From an optimization exercise on the open Yosys and OpenROAD flow, aimed at small area; shortcuts taken in it are not production practice.
Function was checked by simulation only, so behaviour that the tests miss may differ from the original.
Power and IR drop assume default switching activity.

===== flow/design.v =====
`timescale 1ns / 1ps
module jesd204b_link (
    input         clock,
    input         reset,
    input  [43:0] tx_datain,
    output [79:0] tx_out,
    input  [79:0] rx_in,
    output [43:0] rx_dataout
    );
    function [9:0] enc;
        input [7:0] x;
        input       rd;
        reg A, B, C, D, E, F, G, H;
        reg L40, L31, L22, L13, L04;
        reg PD1S6, ND1S6, PD0S6, RD6, ND1S4, ND0S4, PD1S4, rd_s4;
        reg C6, C4, S;
        reg a, b, c, d, e, i, f, g, h, j;
        begin
            {H, G, F, E, D, C, B, A} = x;
            L40 = A & B & C & D;
            L04 = ~A & ~B & ~C & ~D;
            L13 = ((A ^ B) & ~C & ~D) | (~A & ~B & (C ^ D));
            L31 = ((A ^ B) & C & D) | (A & B & (C ^ D));
            L22 = (A & B & ~C & ~D) | (~A & ~B & C & D) | ((A ^ B) & (C ^ D));
            PD1S6 = (L13 & D & E) ^ (~L22 & ~L31 & ~E);
            ND1S6 = (L31 & ~D & ~E) | (E & ~L22 & ~L13);
            PD0S6 = E & ~L22 & ~L13;
            RD6 = PD0S6 | PD1S6;
            ND1S4 = F & G;
            ND0S4 = ~F & ~G;
            PD1S4 = ND0S4;
            rd_s4 = RD6 ^ rd;
            C6 = (PD1S6 & ~rd) | (ND1S6 & rd);
            C4 = (PD1S4 & ~rd_s4) | (ND1S4 & rd_s4);
            S = (rd_s4 & L31 & D & ~E) ^ (~rd_s4 & L13 & ~D & E);
            a = A ^ C6;
            b = ((~L40 & B) | L04) ^ C6;
            c = (L04 | C) ^ (L13 & D & E) ^ C6;
            d = (D & ~L40) ^ C6;
            e = (~(L13 & D & E) & E) ^ (~E & L13) ^ C6;
            i = (~E & L22) ^ (L04 & E) ^ (E & L40) ^ (E & L13 & ~D) ^ C6;
            f = (F & ~(S & F & G & H)) ^ C4;
            g = (G | (~F & ~G & ~H)) ^ C4;
            h = H ^ C4;
            j = ((S & F & G & H) | ((F ^ G) & ~H)) ^ C4;
            enc = {a, b, c, d, e, i, f, g, h, j};
        end
    endfunction
    function rdc;
        input [7:0] x;
        reg A, B, C, D, E, F, G, H;
        reg L31, L22, L13;
        begin
            {H, G, F, E, D, C, B, A} = x;
            L13 = ((A ^ B) & ~C & ~D) | (~A & ~B & (C ^ D));
            L31 = ((A ^ B) & C & D) | (A & B & (C ^ D));
            L22 = (A & B & ~C & ~D) | (~A & ~B & C & D) | ((A ^ B) & (C ^ D));
            rdc = ((E & ~L22 & ~L13) | ((L13 & D & E) ^ (~L22 & ~L31 & ~E)))
                ^ ((F & G & H) | (~F & ~G));
        end
    endfunction
    function [7:0] dec;
        input [9:0] y;
        reg a, b, c, d, e, i, f, g, h, j;
        reg P13, P22, P31;
        reg A, B, C, D, E, F, G, H;
        begin
            {a, b, c, d, e, i, f, g, h, j} = y;
            P13 = ((a ^ b) & ~c & ~d) | (~a & ~b & (c ^ d));
            P31 = ((a ^ b) & c & d) | (a & b & (c ^ d));
            P22 = (a & b & ~c & ~d) | (c & d & ~a & ~b) | ((a ^ b) & (c ^ d));
            A = a ^ ((P22 & ~b & ~c & ~(e ^ i)) | (P31 & i) | (P13 & d & e & i) |
                     (P22 & ~a & ~c & ~(e ^ i)) | (P13 & ~e) | (a & b & e & i) |
                     (~c & ~d & ~e & ~i));
            B = b ^ (((a & b & e & i) | ~(c | d | e | i) | (P31 & i))
                  ^ ((P22 & a & c & ~(e ^ i)) | (P13 & ~e))
                  ^ ((P22 & b & c & ~(e ^ i)) | (P13 & d & e & i)));
            C = c ^ (((P31 & i) | (P22 & b & c & ~(e ^ i)) | (P13 & d & e & i))
                  | ((P22 & ~a & ~c & ~(e ^ i)) | (P13 & ~e))
                  | ((P13 & ~e) | ~(c | d | e | i) | ~(a | b | e | i)));
            D = d ^ (((a & b & e & i) | ~(c | d | e | i) | (P31 & i))
                  ^ ((P22 & a & c & ~(e ^ i)) | (P13 & ~e))
                  ^ ((P13 & d & e & i) | (P22 & ~b & ~c & ~(e ^ i))));
            E = e ^ (((P22 & ~a & ~c & ~(e ^ i)) | (P13 & ~i))
                  ^ ((P13 & ~e) | ~(c | d | e | i) | ~(a | b | e | i))
                  ^ ((P13 & d & e & i) | (P22 & ~b & ~c & ~(e ^ i))));
            F = f ^ (((g & h & j) | (f & h & j) | ((h ^ j) & ~(c | d | e | i)))
                  ^ ((f & g & j) | ~(f | g | h) | (~f & ~g & h & j)));
            G = g ^ (((f & g & j) | ~(f | g | h) | (~f & ~g & h & j))
                  ^ ((~f & ~h & ~j) | ((h ^ j) & ~(c | d | e | i)) | (~g & ~h & ~j)));
            H = h ^ (((f & g & j) | ~(f | g | h) | (~f & ~g & h & j))
                  ^ ((~g & ~h & ~j) | (f & h & j) | ((h ^ j) & ~(c | d | e | i))));
            dec = {H, G, F, E, D, C, B, A};
        end
    endfunction
    reg p0, p1, p2, p3;
    always @(posedge clock) begin
        p0 <= reset;
        p1 <= p0;
        p2 <= p1;
        p3 <= p2;
    end
    wire live  = ~(p0 | p1 | p2 | p3);    
    wire flush = p2 | p3;                 
    integer k;
    reg [63:0] tw, sw;
    reg [43:0] tx_sc;
    always @(*) begin
        tw = 64'd0;
        for (k = 0; k < 4; k = k + 1)
            tw[16*k +: 16] = {tx_datain[11*k +: 11], 5'b00000};
        sw = tw;
        for (k = 47; k >= 0; k = k - 1)
            sw[k] = tw[k] ^ sw[k+14] ^ sw[k+15];
        for (k = 0; k < 4; k = k + 1)
            tx_sc[11*k +: 11] = sw[16*k+5 +: 11];
    end
    reg [43:0] t1, t2, t3, t4;
    always @(posedge clock) begin
        t1 <= tx_sc;
        t2 <= t1;
        t3 <= t2;
        t4 <= t3;
    end
    reg [63:0] qw;
    always @(*) begin
        qw = 64'd0;
        for (k = 0; k < 4; k = k + 1)
            qw[16*k+5 +: 11] = t4[11*k +: 11];
        for (k = 47; k >= 0; k = k - 1)
            if ((k % 16) < 5) qw[k] = qw[k+14] ^ qw[k+15];
    end
    reg [7:0] rd;
    reg [7:0] rd_nx;
    reg [79:0] tx_code;
    always @(*) begin
        for (k = 0; k < 8; k = k + 1) begin
            rd_nx[k] = ~p1 & (rd[k] ^ (~flush & rdc(qw[8*k +: 8])));
            tx_code[10*k +: 10] = enc(qw[8*k +: 8], rd[k]);
        end
    end
    always @(posedge clock) rd <= rd_nx;
    wire tx_first = ~p0 & p1;
    wire tx_zero  = ~p0 & ~p1 & flush;
    assign tx_out = ({80{live}} & tx_code)
                  | ({80{tx_zero}} & {8{10'b1001110100}})
                  | ({80{tx_first}} & {8{10'b0000000100}});
    reg [63:0] rw;
    reg [43:0] rx_dsc;
    always @(*) begin
        for (k = 0; k < 8; k = k + 1)
            rw[8*k +: 8] = dec(rx_in[10*k +: 10]);
        for (k = 0; k < 4; k = k + 1)
            rx_dsc[11*k +: 11] = rw[16*k+5 +: 11];
        for (k = 0; k < 3; k = k + 1)
            rx_dsc[11*k +: 11] = rw[16*k+5 +: 11] ^ rw[16*k+19 +: 11] ^ rw[16*k+20 +: 11];
    end
    reg [43:0] r1, r2, r3, r4;
    always @(posedge clock) begin
        r1 <= rx_dsc;
        r2 <= r1;
        r3 <= r2;
        r4 <= r3;
    end
    assign rx_dataout = {44{live}} & r4;
endmodule

===== flow/run.sh =====
#!/bin/bash
# synth_recipe.tcl (not shown) runs the flow's synth.tcl, then flattens the netlist and writes it again
# the make line also repeats each setting of config.mk as NAME=value (left out here)
make -C /OpenROAD-flow-scripts/flow DESIGN_CONFIG=/design/flow/config.mk WORK_HOME=/design/flow/orfs CLKGATE_MAP_FILE= SYNTH_SCRIPT=/design/flow/synth_recipe.tcl finish

===== flow/config.mk =====
export PLATFORM = sky130hd
export DESIGN_NAME = jesd204b_link
export DESIGN_NICKNAME = jesd204b_link
export VERILOG_FILES = /design/flow/design.v
export SDC_FILE = /design/flow/constraint.sdc
export NUM_CORES = 4
export LEC_CHECK = 0
export CAP_MARGIN = 20
export CORE_MARGIN = 2
export CORE_UTILIZATION = 40
export SLEW_MARGIN = 20

===== flow/constraint.sdc =====
create_clock -name core_clock -period 4.0 [get_ports {clock}]
set_input_delay 0.8000 -clock core_clock [delete_from_list [all_inputs] [get_ports {clock}]]
set_output_delay 0.8000 -clock core_clock [all_outputs]
set_load 0.01 [all_outputs]

==> PnR_summary.wiki, run 1 <==
{| class="wikitable"
! Metric !! Value
|-
| Outcome || complete, but fails checks
|-
| Set of violated layout checks || setup timing
|-
| # setup viols final || 5
|-
| Max-slew violation count || 0
|-
| Sum of overflow across all layers after global routing || 0
|-
| Net switching power figure || 5050 µW
|-
| Violation count after the first detailed-routing iteration || 547
|-
| Category of the worst setup path capture point || output pin
|-
| Part of the Yosys area used for sequential elements || 43.0%
|-
| Power share of the combinational group || a little over two fifths
|-
| CP Data Required Time || 3.20 ns
|-
| Final worst setup slack || -0.119 ns
|-
| Number of register bits inferred by synthesis || between 300 and 400
|-
| Maximum number of pins on one net before global-route repair || 49
|-
| Clock share of power || 22.2%
|-
| DR vias/cell || 4.97
|-
| Share of flip-flops with an asynchronous set or reset || 0%
|-
| CTS Root Buffer Type || sky130_fd_sc_hd__clkbuf_16
|-
| Initial antenna violation count || 2
|-
| Synth top cells by count || 364 x sky130_fd_sc_hd__dfxtp_1, 175 x sky130_fd_sc_hd__xnor2_1, 135 x sky130_fd_sc_hd__a21oi_1
|-
| Post-Synthesis Net Count || 1,975
|-
| Max rail drop VDD || 411 µV
|-
| Hold WS || 0.309 ns
|-
| Crit path cell chain || clkinv_4 -> ha_4 -> xnor2_4 -> inv_2 -> ha_4 -> mux2_4 -> mux2i_2 -> nand2_1 -> buf_6 -> xnor2_4 -> mux2i_2 -> buf_4 -> buf_6 -> xnor2_2 -> o21ai_1 -> buf_2
|-
| Worst Path Max Fanout || 3
|-
| H-tree depth || 2
|-
| Top-area cell type share of the netlist area || 43.0%
|-
| Launching element type of the critical path || flip-flop
|-
| CP peak stage delay || 0.35 ns
|-
| Chip width || 210 µm
|-
| Final Skew || 0.0200 ns
|-
| Finished layout cell area || between 0.02 and 0.025 mm²
|-
| Worst path bufs/invs || 6
|-
| Initial Utilization || 40.5%
|-
| Number of enable-type register cells in the synthesized netlist || 0
|-
| Sequential share of power || between 30% and 40%
|-
| Tmin final || 4.12 ns
|-
| Slew HR || 46.2%
|-
| Largest area contributor in the synthesized netlist || sky130_fd_sc_hd__dfxtp_1
|-
| I/O pin count || 250
|-
| Total wire length || 39,400 µm
|-
| Data arrival time of the critical path || 3.32 ns
|-
| Area growth from synthesis to final layout || 28.9%
|-
| Standard-cell rows || 75
|-
| Buffer levels on the longest clock path || 3
|-
| Number of buffers inserted by port buffering || 247
|-
| Clock buffer count from CTS || 35
|-
| Synth Flop Type || sky130_fd_sc_hd__dfxtp_1
|-
| DRC || 0
|-
| Most frequent cell after synthesis || sky130_fd_sc_hd__dfxtp_1
|-
| Number of standard cells after synthesis || between 1,500 and 2,000
|-
| Warnings from Yosys || 1
|-
| Number of antenna-violating nets in the routed design || 0
|-
| Power density over cell area || just under 700 mW/mm²
|-
| Sink Count || approximately 360
|-
| Worst Path Class, Setup || reg -> out
|-
| Top Family by Delay on Critical Path || multiplexers
|-
| Final estimated routing congestion in global placement || 0.859
|-
| Clock tree from TritonCTS || yes
|-
| Number of hold-slack violations in the final timing report || 0
|-
| Global-route total usage across every layer || 17.5%
|-
| Insertion delay of the later-clocked pin in the worst-skew pair || ~0.52 ns
|-
| Vias in the first global route || roughly 12,000
|-
| Routed wirelength normalized by instance count || 15.1 µm
|-
| Global-route wire length before repair || a little over 60,000 µm
|-
| Area of the die || 0.0440 mm²
|-
| Hold WC Path Type || reg -> reg
|-
| Sw frac || about a third
|-
| Critical Path Slowest Stage Cell || sky130_fd_sc_hd__dfxtp_2
|-
| Fraction of final layout cells sized beyond drive strength 1 || ~15%
|-
| Leak || 0.00904 µW
|-
| Max-Cap Viols || 0
|-
| Core Region || 0.0419 mm²
|-
| Clock-pin slew of the registers on the worst-case setup and hold paths || 0.06 ns
|-
| Die span in y || around 210 µm
|-
| Highest attainable clock frequency || 243 MHz
|-
| Via count || 13,014
|-
| Final total power || 15,100 µW
|-
| Actual slew at the worst max-slew pin || 0.806 ns
|-
| Netlist Area Pre-Place || 0.0169 mm²
|-
| Number of search-and-repair iterations in the first detailed-routing pass || 5
|-
| Average footprint of a synthesized cell || 9.47 µm²
|-
| Top area cells in the synthesized netlist || sky130_fd_sc_hd__dfxtp_1 43%, sky130_fd_sc_hd__xnor2_1 9.1%, sky130_fd_sc_hd__ha_1 4.5%
|-
| Nets@finish || 2,240
|-
| Ratio of final minimum period to clock period || 103%
|-
| Hold buffer count at cts || 0
|-
| ANT cells || 0
|-
| Unrepaired setup endpoints after global routing || yes
|-
| Final sum of negative setup slack || -0.228 ns
|-
| Filler instances || between 3,000 and 4,000
|-
| DP Wirelength || 30,300 µm
|-
| Cell area after placement || a little over 0.02 mm²
|-
| Internal Power || 10,100 µW
|-
| Number of library cell types mapped by synthesis || 103
|}
[state kept, by name (all words and copies together), names as in the netlist]
name and count:
p1 1, t3 44, p2 1, t4 44
t1 44, r1 44, rd 8, r2 44
t2 44, r3 44, p3 1, p0 1
r4 44
[final timing paths]
check / slack (ns) / startpoint / cells past startpoint / to
hold / removal: 0.31 / t3[38] / 0 / t4[38]
setup reg to reg: 1.30 / t4[32] / 13 / rd[0]
setup / recovery: -0.12 / t4[32] / 16 / tx_out[22]
hold reg to reg: 0.31 / t3[38] / 0 / t4[38]
[power groups by stage]
stage	Sequential [µW]	Combinational, µW	Clock (µW)
floorplan	5000	4140	0
global placement	5180	5560	0
detailed placement	5210	5630	0
CTS	5160	6150	3480
global route	5270	7210	3620
finish	5150	6600	3360
[area by class of cell]
type,count,area (µm²),share of cell area [%]
multi-input cells,1210,9130,41.8
flip-flops and latches,364,7310,33.5
repair buffers,332,3070,14.1
clock buffers,51,1040,4.75
well taps,539,674,3.09
inverters,110,418,1.92
clock inverters,13,178,0.814
[cells in the final DEF, fill, tap and decap left out, types with 36 or more instances in the layout]
master / netlist / final
sky130_fd_sc_hd__dfxtp_1: 364 / 350
sky130_fd_sc_hd__clkdlybuf4s50_1: 0 / 205
sky130_fd_sc_hd__xnor2_1: 175 / 165
sky130_fd_sc_hd__a21oi_1: 135 / 133
sky130_fd_sc_hd__nor2_1: 107 / 105
sky130_fd_sc_hd__inv_1: 107 / 104
sky130_fd_sc_hd__nand2_1: 99 / 97
sky130_fd_sc_hd__buf_4: 8 / 78
sky130_fd_sc_hd__xor2_1: 78 / 76
sky130_fd_sc_hd__o21ai_0: 77 / 73
sky130_fd_sc_hd__ha_1: 61 / 52
sky130_fd_sc_hd__and2_1: 50 / 50
sky130_fd_sc_hd__clkbuf_16: 0 / 36
[through the flow]
| step | setup WS, ns | util (%) | std cells |
|---|---|---|---|
| finish | -0.119 | 52.1 | 2619 |
| floorplan | 0.000434 | - | 1788 |
| CTS | -0.130 | 51.6 | 2612 |
| global route | -0.282 | 52.1 | 2619 |
| global placement | -0.172 | 48.1 | 2535 |
| detailed placement | -0.210 | 48.1 | 2535 |
[repair_timing]
item                                    4_1_cts  5_1_grt
resized for setup                           125       64
endpoints found under the setup margin       52       46
setup buffers                                13        8
pin swaps                                    24       12
[worst reg2reg max path: cells and delay by family (launching register included)]
kind                       cells  cell delay [ns]
adders and majority gates      2             0.52
DFF                            1             0.35
buffers and inverters          3             0.31
AOI/OAI and AO/OA              1             0.14
and+or+nand+nor                4             0.77
xor gates and xnor gates       3             0.53
[metal layers]
layer  track usage, %  up-vias  share of wire, %
met5                0        -              0.10
met4             4.92        6               2.2
met3             3.07       59               4.8
met2             31.0      292                49
met1             21.7     6023                44
li1                 -     6634                 -
[cells by family (layout without fill, tap and decap cells)]
group / count (synthesis) / count (layout) / share of synthesized area (%)
compound gates: 388 / 388 / 15.5
xor+xnor: 267 / 267 / 14.6
fa+ha+maj: 63 / 63 / 4.63
buf+inv: 214 / 506 / 5.39
flops: 364 / 364 / 43.0
mux: 45 / 45 / 3.05
simple gates: 447 / 447 / 13.8
==> run 2, diff against run 1 <==
--- a/flow/design.v
+++ b/flow/design.v
@@ -115,20 +115,41 @@
         for (k = 0; k < 4; k = k + 1)
             tx_sc[11*k +: 11] = sw[16*k+5 +: 11];
     end
-    reg [43:0] t1, t2, t3, t4;
+    reg [43:0] t1, t2, t3;
     always @(posedge clock) begin
         t1 <= tx_sc;
         t2 <= t1;
         t3 <= t2;
-        t4 <= t3;
+    end
+    reg [63:0] pw;
+    always @(*) begin
+        pw = 64'd0;
+        for (k = 0; k < 4; k = k + 1)
+            pw[16*k+5 +: 11] = t3[11*k +: 11];
+        for (k = 47; k >= 0; k = k - 1)
+            if ((k % 16) < 5) pw[k] = pw[k+14] ^ pw[k+15];
+    end
+    reg [43:0] t4;
+    reg [4:0]  t4a;    
+    reg [1:0]  t4b;    
+    reg        t4c;    
+    always @(posedge clock) begin
+        t4  <= t3;
+        t4a <= pw[4:0];
+        t4b <= pw[17:16];
+        t4c <= pw[32];
     end
     reg [63:0] qw;
     always @(*) begin
         qw = 64'd0;
         for (k = 0; k < 4; k = k + 1)
             qw[16*k+5 +: 11] = t4[11*k +: 11];
-        for (k = 47; k >= 0; k = k - 1)
-            if ((k % 16) < 5) qw[k] = qw[k+14] ^ qw[k+15];
+        qw[4:0]   = t4a;
+        qw[17:16] = t4b;
+        qw[18]    = qw[46];    
+        qw[19]    = qw[47];
+        qw[32]    = t4c;
+        qw[33]    = qw[47];
     end
     reg [7:0] rd;
     reg [7:0] rd_nx;
--- a/flow/config.mk
+++ b/flow/config.mk
@@ -5,7 +5,10 @@
 export SDC_FILE = /design/flow/constraint.sdc
 export NUM_CORES = 4
 export LEC_CHECK = 0
+export ABC_AREA = 1
 export CAP_MARGIN = 20
 export CORE_MARGIN = 2
 export CORE_UTILIZATION = 40
+export CTS_BUF_LIST = sky130_fd_sc_hd__clkbuf_4 sky130_fd_sc_hd__clkbuf_8
+export CTS_CLUSTER_SIZE = 40
 export SLEW_MARGIN = 20
==> run 2 against run 1 <==
Net effect:
- the run now finishes clean
- first-iteration DRC count grew 23%
- sequential share of layout area is 2.1 points higher
- worst hold slack gained 0.0037 ns
- non-clock buffer count shrank 74
- global-route usage down 0.62 points
- combinational power is 45% lower
- synthesized cell count increased by 17%
- register-to-register slack improved by 0.83 ns
- critical endpoint is now tx_out[18]
==> PnR_summary.wiki, run 2 <==
{| class="wikitable"
! Metric !! Value
|-
| Initial Utilization || roughly 40%
|-
| Part of the Yosys area used for sequential elements || approximately 46%
|-
| Final Skew || 0.0142 ns
|-
| Hold WC Path Type || reg -> reg
|-
| Slew HR || 40.6%
|-
| Clock-pin slew of the registers on the worst-case setup and hold paths || 0.06 ns
|-
| Final estimated routing congestion in global placement || ~0.85
|-
| DP Wirelength || 28,300 µm
|-
| CP Data Required Time || 3.20 ns
|-
| Vias in the first global route || 12,975
|-
| Top area cells in the synthesized netlist || sky130_fd_sc_hd__dfxtp_1 46%, sky130_fd_sc_hd__nand2_1 12%, sky130_fd_sc_hd__inv_1 6.6%
|-
| Finished layout cell area || ~0.021 mm²
|-
| Number of cells on the worst reg-to-reg path || 12
|-
| Global-route wire length before repair || 58,700 µm
|-
| Hold buffer count at cts || 0
|-
| Largest area contributor in the synthesized netlist || sky130_fd_sc_hd__dfxtp_1
|-
| Global-route total usage across every layer || 16.8%
|-
| Number of library cell types mapped by synthesis || 40
|-
| I/O pin count || 250
|-
| Sum of overflow across all layers after global routing || 0
|-
| Average footprint of a synthesized cell || 7.78 µm²
|-
| Number of antenna-violating nets in the routed design || 0
|-
| Buffer levels on the longest clock path || 3
|-
| Max-Cap Viols || 0
|-
| Number of enable-type register cells in the synthesized netlist || 0
|-
| Violation count after the first detailed-routing iteration || 674
|-
| Die span in y || between 200 and 250 µm
|-
| Warnings from Yosys || 1
|-
| Post-Synthesis Net Count || 2,287
|-
| Clock buffer count from CTS || 60
|-
| Top-area cell type share of the netlist area || between 40% and 50%
|-
| Sink Count || 372
|-
| Highest attainable clock frequency || 265 MHz
|-
| Outcome || complete, no violations
|-
| Leak || between 0.01 and 0.015 µW
|-
| Number of hold-slack violations in the final timing report || 0
|-
| H-tree depth || 2
|-
| Leading cell type in the layout, fill and taps excluded || sky130_fd_sc_hd__nand2_1
|-
| Cell area after placement || 0.0194 mm²
|-
| Category of the worst setup path capture point || output pin
|-
| Number of buffers inserted by port buffering || 247
|-
| Actual slew at the worst max-slew pin || a little under 0.9 ns
|-
| Routed wirelength normalized by instance count || around 12 µm
|-
| Final total power || 12,300 µW
|-
| Area of the die || around 0.042 mm²
|-
| Number of register bits inferred by synthesis || 372
|-
| Share of flip-flops with an asynchronous set or reset || 0%
|-
| Synth top cells by count || 502 x sky130_fd_sc_hd__nand2_1, 372 x sky130_fd_sc_hd__dfxtp_1, 288 x sky130_fd_sc_hd__inv_1
|-
| Worst Path Max Fanout || 7
|-
| Fraction of final layout cells sized beyond drive strength 1 || 7.86%
|-
| # setup viols final || 0
|-
| Ratio of final minimum period to clock period || 94.2%
|-
| Synth Flop Type || sky130_fd_sc_hd__dfxtp_1
|-
| Netlist Area Pre-Place || 0.0163 mm²
|-
| Final worst setup slack || 0.232 ns
|-
| Clock tree from TritonCTS || yes
|-
| Number of search-and-repair iterations in the first detailed-routing pass || 5
|-
| Hold WS || 0.313 ns
|-
| Chip width || 206 µm
|-
| Insertion delay of the later-clocked pin in the worst-skew pair || 0.58 ns
|-
| Maximum number of pins on one net before global-route repair || 67
|-
| Nets@finish || 2,583
|-
| Initial antenna violation count || 0
|-
| Data arrival time of the critical path || 2.97 ns
|-
| DRC || 0
|-
| Filler instances || 3,884
|-
| Core Region || 0.0406 mm²
|-
| Worst Path Class, Setup || reg -> out
|-
| Tmin final || 3.77 ns
|-
| Total wire length || 36,700 µm
|-
| DR vias/cell || 4.65
|-
| Hold Path Stages || 0
|-
| Final sum of negative setup slack || 0 ns
|-
| Number of standard cells after synthesis || approximately 2,100
|-
| Standard-cell rows || 74
|-
| Most frequent cell after synthesis || sky130_fd_sc_hd__nand2_1
|-
| Power density over cell area || 587 mW/mm²
|-
| CTS Root Buffer Type || sky130_fd_sc_hd__clkbuf_8
|-
| Pre-CTS WS || 0.567 ns
|-
| Max-slew violation count || 0
|-
| Commonest cells after routing, fill and taps aside || 500 x sky130_fd_sc_hd__nand2_1, 363 x sky130_fd_sc_hd__dfxtp_1, 282 x sky130_fd_sc_hd__inv_1, 207 x sky130_fd_sc_hd__clkdlybuf4s50_1, 184 x sky130_fd_sc_hd__nand3_1
|-
| Area growth from synthesis to final layout || 28.5%
|-
| Launching element type of the critical path || flip-flop
|-
| Via count || roughly 14,000
|-
| Max rail drop VDD || between 200 and 250 µV
|}
run 2: cell types whose count changed after synthesis, moves of 31 or more:
cell and change:
sky130_fd_sc_hd__mux2i_1 -31, sky130_fd_sc_hd__and2_1 -49, sky130_fd_sc_hd__nor2_1 +44, sky130_fd_sc_hd__clkbuf_1 -45, sky130_fd_sc_hd__xnor2_1 -122, sky130_fd_sc_hd__o21ai_0 +57
sky130_fd_sc_hd__inv_1 +181, sky130_fd_sc_hd__nand2_1 +403, sky130_fd_sc_hd__nand3_1 +163, sky130_fd_sc_hd__a21oi_1 -53
run 2: stage by stage:
stage	cells	utilization, %
2_1_floorplan	2100	-
6_report	2975	51.7
4_1_cts	2968	51.1
3_5_place_dp	2860	47.8
5_1_grt	2974	51.7
3_3_place_gp	2860	47.8
run 2: worst max-delay path: stages, from the launching register on:
cell and delay, ns:
sky130_fd_sc_hd__dfxtp_1 0.37, sky130_fd_sc_hd__inv_1 0.07, sky130_fd_sc_hd__ha_1 0.32, sky130_fd_sc_hd__nand2_1 0.08, sky130_fd_sc_hd__nand2_1 0.12, sky130_fd_sc_hd__nand3b_1 0.26
sky130_fd_sc_hd__nand3_1 0.10, sky130_fd_sc_hd__nand2_1 0.14, sky130_fd_sc_hd__inv_2 0.15, sky130_fd_sc_hd__o21ai_0 0.10, sky130_fd_sc_hd__a21oi_1 0.13, sky130_fd_sc_hd__clkdlybuf4s50_1 0.56
run 2: final cells by class:
type                       instances  area (µm²)  area share (%)
timing repair buffer             258        2660            12.7
sequential                       372        7460            35.6
multi-input combinational       1410        7770            37.0
clock inverter                    16         184           0.876
tap                              532         666            3.17
inverter                         294        1100            5.26
antenna                            1        2.50          0.0119
clock buffer                      92        1150            5.47
run 2: path summary, 6_finish.rpt:
check              start         end  slack [ns]
setup / recovery   t4[3]  tx_out[18]        0.23
hold / removal    r1[26]      r2[26]        0.31
setup reg to reg  t4[25]       rd[5]        2.13
hold reg to reg   r1[26]      r2[26]        0.31
run 2: power by group:
| part | switching (µW) | internal (µW) | total, µW | leakage (µW) |
|---|---|---|---|---|
| logic | 2210 | 1410 | 3620 | 0.00692 |
| registers | 417 | 4840 | 5260 | 0.00314 |
| clock network | 1410 | 2030 | 3440 | 0.000692 |
| total | 4030 | 8280 | 12300 | 0.0107 |
run 2: logic make-up after synthesis:
kind of cell | after synthesis | share of synthesized area, %
xor gates and xnor gates | 170 | 9.90
adders and majority gates | 61 | 4.67
DFF | 372 | 45.6
and+or+nand+nor | 925 | 24.0
AOI/OAI and AO/OA | 253 | 8.37
buffers and inverters | 319 | 7.49
run 2: repair_timing:
item                                    in CTS  in global routing
pin swaps                                    0                  9
setup buffers                                0                  5
endpoints found under the setup margin       7                 59
gates resized for setup                      4                 79
gates cloned                                 0                  1
run 2: per-layer routing:
| layer | routed length (µm) | share of wire, % | vias to the layer above | track usage [%] |
|---|---|---|---|---|
| met5 | 0 | 0 | - | 0 |
| met4 | 975 | 2.7 | 0 | 6.43 |
| met3 | 2020 | 5.5 | 68 | 3.25 |
| met2 | 18500 | 50 | 346 | 31.1 |
| met1 | 15200 | 41 | 6135 | 19.0 |
| li1 | - | - | 7277 | - |
==> run 3, diff against run 2 <==
--- a/flow/config.mk
+++ b/flow/config.mk
@@ -9,6 +9,4 @@
 export CAP_MARGIN = 20
 export CORE_MARGIN = 2
 export CORE_UTILIZATION = 40
-export CTS_BUF_LIST = sky130_fd_sc_hd__clkbuf_4 sky130_fd_sc_hd__clkbuf_8
-export CTS_CLUSTER_SIZE = 40
 export SLEW_MARGIN = 20
==> run 3 against run 2 <==
Net effect:
- register-to-register slack improved by 0.07 ns
- total power decreased by 0.24%
- combinational power decreased by 2%
- maximum frequency is 0.24% lower
- worst hold slack improved by 0.0046 ns
==> PnR_summary.wiki, run 3 <==
{| class="wikitable"
! Metric !! Value
|-
| Hold WC Path Type || reg -> reg
|-
| Top-area cell type share of the netlist area || 45.6%
|-
| Part of the Yosys area used for sequential elements || 45.6%
|-
| First element of the critical path || t4[3]
|-
| Area growth from synthesis to final layout || 27.6%
|-
| Data arrival time of the critical path || a little under 3 ns
|-
| Number of library cell types mapped by synthesis || 40
|-
| DR vias/cell || 4.66
|-
| Synth Flop Type || sky130_fd_sc_hd__dfxtp_1
|-
| Hold buffer count at cts || 0
|-
| Worst flop-to-flop path endpoint || rd[2]
|-
| Standard-cell rows || 74
|-
| Number of register bits inferred by synthesis || 372
|-
| Buffer levels on the longest clock path || 3
|-
| Power density over cell area || 590 mW/mm²
|-
| Initial antenna violation count || 0
|-
| Routed wirelength normalized by instance count || 12.4 µm
|-
| Number of cells on the worst reg-to-reg path || 11
|-
| Synth top cells by count || 502 x sky130_fd_sc_hd__nand2_1, 372 x sky130_fd_sc_hd__dfxtp_1, 288 x sky130_fd_sc_hd__inv_1
|-
| Via count || 13,650
|-
| Max-Cap Viols || 0
|-
| Nets@finish || 2,558
|-
| Die span in y || 206 µm
|-
| Crit Reg-Reg Startpoint || t4b[0]
|-
| Clock buffer count from CTS || 39
|-
| CP endpoint || tx_out[16]
|-
| Filler instances || 3,879
|-
| Average footprint of a synthesized cell || 7.78 µm²
|-
| Area of the die || around 0.042 mm²
|-
| Number of enable-type register cells in the synthesized netlist || 0
|-
| Clock tree from TritonCTS || yes
|-
| Warnings from Yosys || 1
|-
| Number of standard cells after synthesis || 2,100
|-
| # setup viols final || 0
|-
| Actual slew at the worst max-slew pin || 0.892 ns
|-
| Worst Path Class, Setup || reg -> out
|-
| Initial Utilization || about two fifths
|-
| Number of non-filler instances in the completed layout || 2,927
|-
| DRC || 0
|-
| CTS Root Buffer Type || sky130_fd_sc_hd__clkbuf_16
|-
| DP Wirelength || approximately 28,000 µm
|-
| Violation count after the first detailed-routing iteration || 670
|-
| FF/Latch Area || 0.00746 mm²
|-
| Final estimated routing congestion in global placement || 0.854
|-
| Share of flip-flops with an asynchronous set or reset || 0%
|-
| Worst Path Max Fanout || 7
|-
| Global-route total usage across every layer || 16.8%
|-
| Clock-pin slew of the registers on the worst-case setup and hold paths || 0.06 ns
|-
| Sink Count || 372
|-
| Netlist Area Pre-Place || 0.0163 mm²
|-
| H-tree depth || 2
|-
| Slack of the worst reg-to-reg path || 2.20 ns
|-
| Number of antenna-violating nets in the routed design || 0
|-
| Leak || 0.0105 µW
|-
| CP Data Required Time || around 3.2 ns
|-
| Max rail drop VDD || 247 µV
|-
| Tmin final || 3.78 ns
|-
| Insertion delay of the later-clocked pin in the worst-skew pair || 0.53 ns
|-
| Core Region || 0.0406 mm²
|-
| Footprint of the multi-input gates || 0.00775 mm²
|-
| Number of buffers inserted by port buffering || 247
|-
| Outcome || complete, no violations
|-
| Launching element type of the critical path || flip-flop
|-
| ANT cells || 0
|-
| Top area cells in the synthesized netlist || sky130_fd_sc_hd__dfxtp_1 46%, sky130_fd_sc_hd__nand2_1 12%, sky130_fd_sc_hd__inv_1 6.6%
|-
| Launch instance of the worst min-delay path || t1[36]
|-
| Maximum number of pins on one net before global-route repair || 67
|-
| Commonest cells after routing, fill and taps aside || 500 x sky130_fd_sc_hd__nand2_1, 364 x sky130_fd_sc_hd__dfxtp_1, 283 x sky130_fd_sc_hd__inv_1, 218 x sky130_fd_sc_hd__clkdlybuf4s50_1, 185 x sky130_fd_sc_hd__nand3_1
|-
| Vias in the first global route || 12,714
|-
| Max-slew violation count || 0
|-
| CP peak stage delay || 0.58 ns
|-
| Fraction of the core area covered by cells at the end of the flow || 51.4%
|-
| Sum of overflow across all layers after global routing || 0
|-
| Critical Path Slowest Stage Cell || sky130_fd_sc_hd__clkdlybuf4s50_1
|-
| Number of search-and-repair iterations in the first detailed-routing pass || 5
|-
| Post-Synthesis Net Count || approximately 2,300
|-
| Chip width || 206 µm
|-
| Crit path cell chain || inv_1 -> ha_1 -> inv_1 -> nor2_1 -> nor2_2 -> nand3_1 -> nand3_1 -> nand2_1 -> inv_2 -> a21oi_1 -> o31ai_1 -> clkdlybuf4s50_1
|-
| Leading cell type in the layout, fill and taps excluded || sky130_fd_sc_hd__nand2_1
|-
| Highest attainable clock frequency || 265 MHz
|-
| Global-route wire length before repair || 58,400 µm
|-
| I/O pin count || 250
|-
| Fraction of final layout cells sized beyond drive strength 1 || 5.72%
|-
| Final total power || 12,300 µW
|-
| Number of hold-slack violations in the final timing report || 0
|-
| Total wire length || around 36,000 µm
|-
| Post-placement cell count || between 2,000 and 3,000
|-
| Ratio of final minimum period to clock period || 94.4%
|-
| Category of the worst setup path capture point || output pin
|-
| Slew HR || 40.6%
|-
| Largest area contributor in the synthesized netlist || sky130_fd_sc_hd__dfxtp_1
|-
| Final Skew || 0.0159 ns
|-
| Most frequent cell after synthesis || sky130_fd_sc_hd__nand2_1
|}
-- run 3: cell counts after synthesis --
Identical to the previous run, type by type.
-- run 3: routing by layer --
metal	up-vias	track usage, %	share of wire, %
met1	6098	19.4	42
met2	301	31.2	50
li1	7196	-	-
met5	-	0	0
met4	0	5.08	2.3
met3	55	3.09	5.1
-- run 3: worst min-delay path by stage --
stage,to,slack [ns],cells past startpoint
after floorplan,r2[0],0.31,0
after global placement,t2[9],0.31,0
after detailed placement,r2[37],0.31,0
after CTS,r2[38],0.32,0
after global routing,t3[33],0.33,0
final,t2[36],0.32,0
-- run 3: cell type report --
cell class,count,share of cell area [%]
multi-input cells,1409,37.2
flip-flops and latches,372,35.8
repair buffers,255,12.5
inverters,294,5.30
clock buffers,50,5.17
well taps,532,3.20
clock inverters,15,0.823
-- run 3: critical path, delay by kind of cell, from the launching register on --
family	cells	cell delay, ns
and+or+nand+nor	5	0.64
adders and majority gates	1	0.33
buffers and inverters	4	0.87
DFF	1	0.36
AOI/OAI and AO/OA	2	0.28
-- run 3: through the flow --
| step | instance area [µm²] | hold WS (ns) | setup TNS (ns) | worst slack, ns |
|---|---|---|---|---|
| 2_1_floorplan | 16300 | 0.310 | 0 | 1.36 |
| 3_3_place_gp | 19400 | 0.310 | 0 | 0.593 |
| 3_5_place_dp | 19400 | 0.312 | 0 | 0.567 |
| 4_1_cts | 20600 | 0.319 | 0 | 0.0420 |
| 5_1_grt | 20800 | 0.327 | -0.00515 | -0.00515 |
| 6_report | 20800 | 0.317 | 0 | 0.223 |
-- run 3: repair_timing --
action / 4_1_cts / 5_1_grt
gates resized for setup: 1 / 65
endpoints found under the setup margin: 2 / 51
pin swaps: 0 / 7
endpoints found under the hold margin: 0 / 0
buffers inserted: 0 / 2
-- run 3: cell families (layout without fill, tap and decap cells) --
family / count (synthesis) / in the layout / synth area share, %
AOI/OAI and AO/OA: 253 / 253 / 8.37
xor gates and xnor gates: 170 / 170 / 9.90
adders and majority gates: 61 / 61 / 4.67
buffers and inverters: 319 / 614 / 7.49
DFF: 372 / 372 / 45.6
and+or+nand+nor: 925 / 925 / 24.0
-- run 3: power by group --
part	switching [µW]	leakage, µW	internal [µW]
registers	416	0.00314	4840
logic	2180	0.00673	1380
clock network	1370	0.000605	2090
==> run 4, diff against run 3 <==
--- a/flow/config.mk
+++ b/flow/config.mk
@@ -5,7 +5,6 @@
 export SDC_FILE = /design/flow/constraint.sdc
 export NUM_CORES = 4
 export LEC_CHECK = 0
-export ABC_AREA = 1
 export CAP_MARGIN = 20
 export CORE_MARGIN = 2
 export CORE_UTILIZATION = 40
==> run 4 against run 3 <==
Net effect:
- clock skew is 0.0027 ns lower
- count of clock-buffer cells in the layout is 1 higher
- worst hold slack better by 0.0044 ns
- setup slack worse by 0.085 ns
- die area is 3.0% higher
- synthesized cell count is 14% lower
- final cell count is 11% lower
- maximum frequency is 2.2% lower
- clock power is 3% lower
==> PnR_summary.wiki, run 4 <==
{| class="wikitable"
! Metric !! Value
|-
| Number of non-filler instances in the completed layout || 2,614
|-
| Hold WC Path Type || reg -> reg
|-
| Commonest cells after routing, fill and taps aside || 360 x sky130_fd_sc_hd__dfxtp_1, 223 x sky130_fd_sc_hd__clkdlybuf4s50_1, 173 x sky130_fd_sc_hd__xnor2_1, 148 x sky130_fd_sc_hd__a21oi_1, 116 x sky130_fd_sc_hd__inv_1
|-
| Crit-path most repeated cell || sky130_fd_sc_hd__buf_4
|-
| Post-Synthesis Net Count || 1,998
|-
| Tmin final || 3.86 ns
|-
| Ratio of final minimum period to clock period || 96.6%
|-
| Clock-pin slew of the registers on the worst-case setup and hold paths || 0.06 ns
|-
| Insertion delay of the later-clocked pin in the worst-skew pair || 0.53 ns
|-
| Share of flip-flops with an asynchronous set or reset || 0%
|-
| Footprint of the multi-input gates || 0.00882 mm²
|-
| Netlist Area Pre-Place || 0.0168 mm²
|-
| DRC || 0
|-
| Vias in the first global route || approximately 12,000
|-
| Sequential share of power || approximately two fifths
|-
| Post-placement cell count || 2,532
|-
| Core Region || roughly 0.042 mm²
|-
| Warnings from Yosys || 1
|-
| Initial Utilization || 40.3%
|-
| Die span in y || 209 µm
|-
| I/O pin count || 250
|-
| Internal Power || 9060 µW
|-
| Number of buffers inserted by port buffering || 247
|-
| Power density over cell area || 620 mW/mm²
|-
| Violation count after the first detailed-routing iteration || ~680
|-
| Area of the die || approximately 0.044 mm²
|-
| Fraction of the core area covered by cells at the end of the flow || 51.4%
|-
| Hold WS || 0.321 ns
|-
| Max-slew violation count || 0
|-
| Clock buffer count from CTS || 38
|-
| Number of antenna-violating nets in the routed design || 0
|-
| Top Family by Delay on Critical Path || buffers and inverters
|-
| Number of library cell types mapped by synthesis || 88
|-
| Synth top cells by count || 372 x sky130_fd_sc_hd__dfxtp_1, 177 x sky130_fd_sc_hd__xnor2_1, 151 x sky130_fd_sc_hd__a21oi_1
|-
| Fraction of final layout cells sized beyond drive strength 1 || 9.80%
|-
| Number of enable-type register cells in the synthesized netlist || 0
|-
| Number of register bits inferred by synthesis || 372
|-
| Pre-CTS WS || 0.105 ns
|-
| Net switching power figure || roughly 4200 µW
|-
| Routed wirelength normalized by instance count || 15.2 µm
|-
| Finished layout cell area || 0.0215 mm²
|-
| Buffer levels on the longest clock path || 3
|-
| Data arrival time of the critical path || 3.06 ns
|-
| Critical Path Slowest Stage Cell || sky130_fd_sc_hd__dfxtp_2
|-
| Synth Flop Type || sky130_fd_sc_hd__dfxtp_1
|-
| Clock share of power || 25.3%
|-
| Leak || 0.00889 µW
|-
| Crit path cell chain || inv_1 -> ha_4 -> inv_2 -> maj3_2 -> a21o_1 -> o2111ai_2 -> mux2i_1 -> buf_4 -> xnor2_2 -> o21ai_0 -> buf_4 -> dlygate4sd2_1
|-
| Actual slew at the worst max-slew pin || 0.827 ns
|-
| Chip width || approximately 210 µm
|-
| Average footprint of a synthesized cell || around 9.3 µm²
|-
| Final worst setup slack || 0.137 ns
|-
| Global-route total usage across every layer || 17.6%
|-
| Part of the Yosys area used for sequential elements || 44.3%
|-
| DR vias/cell || 4.90
|-
| Filler instances || 3,841
|-
| Area growth from synthesis to final layout || 27.5%
|-
| Category of the worst setup path capture point || output pin
|-
| Initial antenna violation count || 10
|-
| # setup viols final || 0
|-
| Number of hold-slack violations in the final timing report || 0
|-
| FF/Latch Area || 0.00746 mm²
|-
| Cell area after placement || 0.0198 mm²
|-
| Sum of overflow across all layers after global routing || 0
|-
| Number of search-and-repair iterations in the first detailed-routing pass || 6
|-
| Clock tree from TritonCTS || yes
|-
| CTS Root Buffer Type || sky130_fd_sc_hd__clkbuf_16
|-
| Top-area cell type share of the netlist area || 44.3%
|-
| Standard-cell rows || 75
|-
| Leading cell type in the layout, fill and taps excluded || sky130_fd_sc_hd__dfxtp_1
|-
| Hold buffer count at cts || 0
|-
| Final Skew || about 0.013 ns
|-
| Most frequent cell after synthesis || sky130_fd_sc_hd__dfxtp_1
|-
| Maximum number of pins on one net before global-route repair || 47
|-
| Largest area contributor in the synthesized netlist || sky130_fd_sc_hd__dfxtp_1
|-
| Top area cells in the synthesized netlist || sky130_fd_sc_hd__dfxtp_1 44%, sky130_fd_sc_hd__xnor2_1 9.2%, sky130_fd_sc_hd__ha_1 4.5%
|-
| Worst Path Class, Setup || reg -> out
|-
| Global-route wire length before repair || 61,900 µm
|-
| Nets@finish || 2,232
|-
| Final estimated routing congestion in global placement || 0.902
|-
| Number of standard cells after synthesis || approximately 1,800
|-
| Highest attainable clock frequency || 259 MHz
|-
| Slew HR || between 40 and 50%
|-
| Outcome || complete, no violations
|-
| Sink Count || between 300 and 400
|-
| Worst path bufs/invs || 5
|-
| Max-Cap Viols || 0
|-
| Via count || 12,818
|-
| CP Data Required Time || 3.20 ns
|-
| Power share of the combinational group || 34.2%
|-
| DP Wirelength || between 20,000 and 30,000 µm
|-
| Max rail drop VDD || approximately 310 µV
|-
| H-tree depth || 2
|-
| Worst Path Max Fanout || 4
|-
| Total wire length || 39,700 µm
|-
| Sw frac || between 30% and 40%
|-
| CP peak stage delay || around 0.33 ns
|-
| Launching element type of the critical path || flip-flop
|}
## run 4: cell count changes in the layout (fill, tap and decap cells not counted), moves of 59 or more
cell,previous run,this run
sky130_fd_sc_hd__nand2_1,500,109
sky130_fd_sc_hd__inv_1,283,116
sky130_fd_sc_hd__nand3_1,185,35
sky130_fd_sc_hd__xnor2_1,53,173
sky130_fd_sc_hd__a21oi_1,81,148
sky130_fd_sc_hd__o21ai_0,131,72
## run 4: layout make-up
cell class / count / area share (%)
clock buffer: 51 / 4.85
tap: 539 / 3.14
timing repair buffer: 294 / 13.3
clock inverter: 16 / 0.741
sequential: 372 / 34.8
antenna: 3 / 0.0350
inverter: 118 / 2.08
multi-input combinational: 1221 / 41.1
## run 4: cell families (layout without fill, tap and decap cells)
| kind of cell | Yosys count | after routing | share of synthesized area [%] |
|---|---|---|---|
| other | 0 | 3 | 0 |
| buffers and inverters | 218 | 479 | 5.15 |
| DFF | 372 | 372 | 44.3 |
| and+or+nand+nor | 449 | 449 | 13.4 |
| xor gates and xnor gates | 264 | 264 | 14.1 |
| AOI/OAI and AO/OA | 402 | 402 | 15.7 |
| adders and majority gates | 70 | 70 | 5.09 |
| muxes | 36 | 36 | 2.32 |
## run 4: final timing paths
path / startpoint / endpoint / slack (ns) / depth (start not counted)
hold / removal: r1[31] / r2[31] / 0.32 / 0
setup reg to reg: t4[26] / rd[5] / 1.84 / 9
hold reg to reg: r1[31] / r2[31] / 0.32 / 0
setup / recovery: t4[37] / tx_out[72] / 0.14 / 12
## run 4: per-layer routing
layer	vias up	global-route usage (%)	share of wire (%)
met3	74	4.81	6.6
met2	317	30.1	48
met5	-	0	0.23
met4	14	5.30	2.4
met1	5791	21.4	43
li1	6622	-	-
## run 4: power groups by stage
stage / Combinational (µW) / Sequential (µW) / Clock [µW]
5_1_grt: 5000 / 5500 / 3620
3_3_place_gp: 4010 / 5390 / 0
6_report: 4550 / 5380 / 3370
4_1_cts: 4330 / 5360 / 3480
2_1_floorplan: 3270 / 5130 / 0
3_5_place_dp: 4070 / 5430 / 0
## run 4: repair_timing
| action | CTS | global route |
|---|---|---|
| setup buffers | 8 | 4 |
| resized for setup | 52 | 48 |
| endpoints found under the setup margin | 50 | 53 |
| pin swaps | 5 | 8 |
## run 4: metrics by stage
| stage | setup TNS (ns) | total power (µW) |
|---|---|---|
| after floorplan | 0 | 8400 |
| after global placement | 0 | 9400 |
| after detailed placement | 0 | 9490 |
| after CTS | 0 | 13200 |
| after global routing | -0.0349 | 14100 |
| final | 0 | 13300 |
## run 4: worst register-to-register path, delay by kind of cell (launching register included)
family / cells / cell delay [ns]
AOI/OAI and AO/OA: 1 / 0.18
adders and majority gates: 2 / 0.61
DFF: 1 / 0.35
buffers and inverters: 2 / 0.18
xor gates and xnor gates: 1 / 0.14
and+or+nand+nor: 3 / 0.59

what the ideal ports hide:
In the flow no input, the clock included, has a driving cell. The finished layouts below were timed again as built, in two steps. Step 1 (the two cells are an assumption about what drives the block):
set clk [get_ports {clock}]
set_driving_cell -lib_cell sky130_fd_sc_hd__clkbuf_16 $clk
set_driving_cell -lib_cell sky130_fd_sc_hd__buf_2 [delete_from_list [all_inputs] $clk]
Step 2, shift: input delay + t, output delay - t, t = (earliest + latest rising clock arrival at the registers) / 2. This alone moves slack from input paths to output paths. Three values: ideal ports, drivers, drivers and shift; two values: the first two.
run | t, ns | setup slack, ns | latest minus earliest clock arrival (ns) | slew at the worst register clock pin (ns) | pins driven straight from the clock port
run 1 | 0.561 | -0.119 / -0.173 / 0.258 | 0.023 / 0.023 | 0.07 / 0.07 | 1
run 2 | 0.627 | 0.232 / 0.182 / 0.579 | 0.017 / 0.017 | 0.06 / 0.06 | 1
run 3 | 0.570 | 0.223 / 0.171 / 0.600 | 0.020 / 0.020 | 0.06 / 0.06 | 1
run 4 | 0.573 | 0.137 / 0.085 / 0.230 | 0.018 / 0.018 | 0.06 / 0.06 | 1
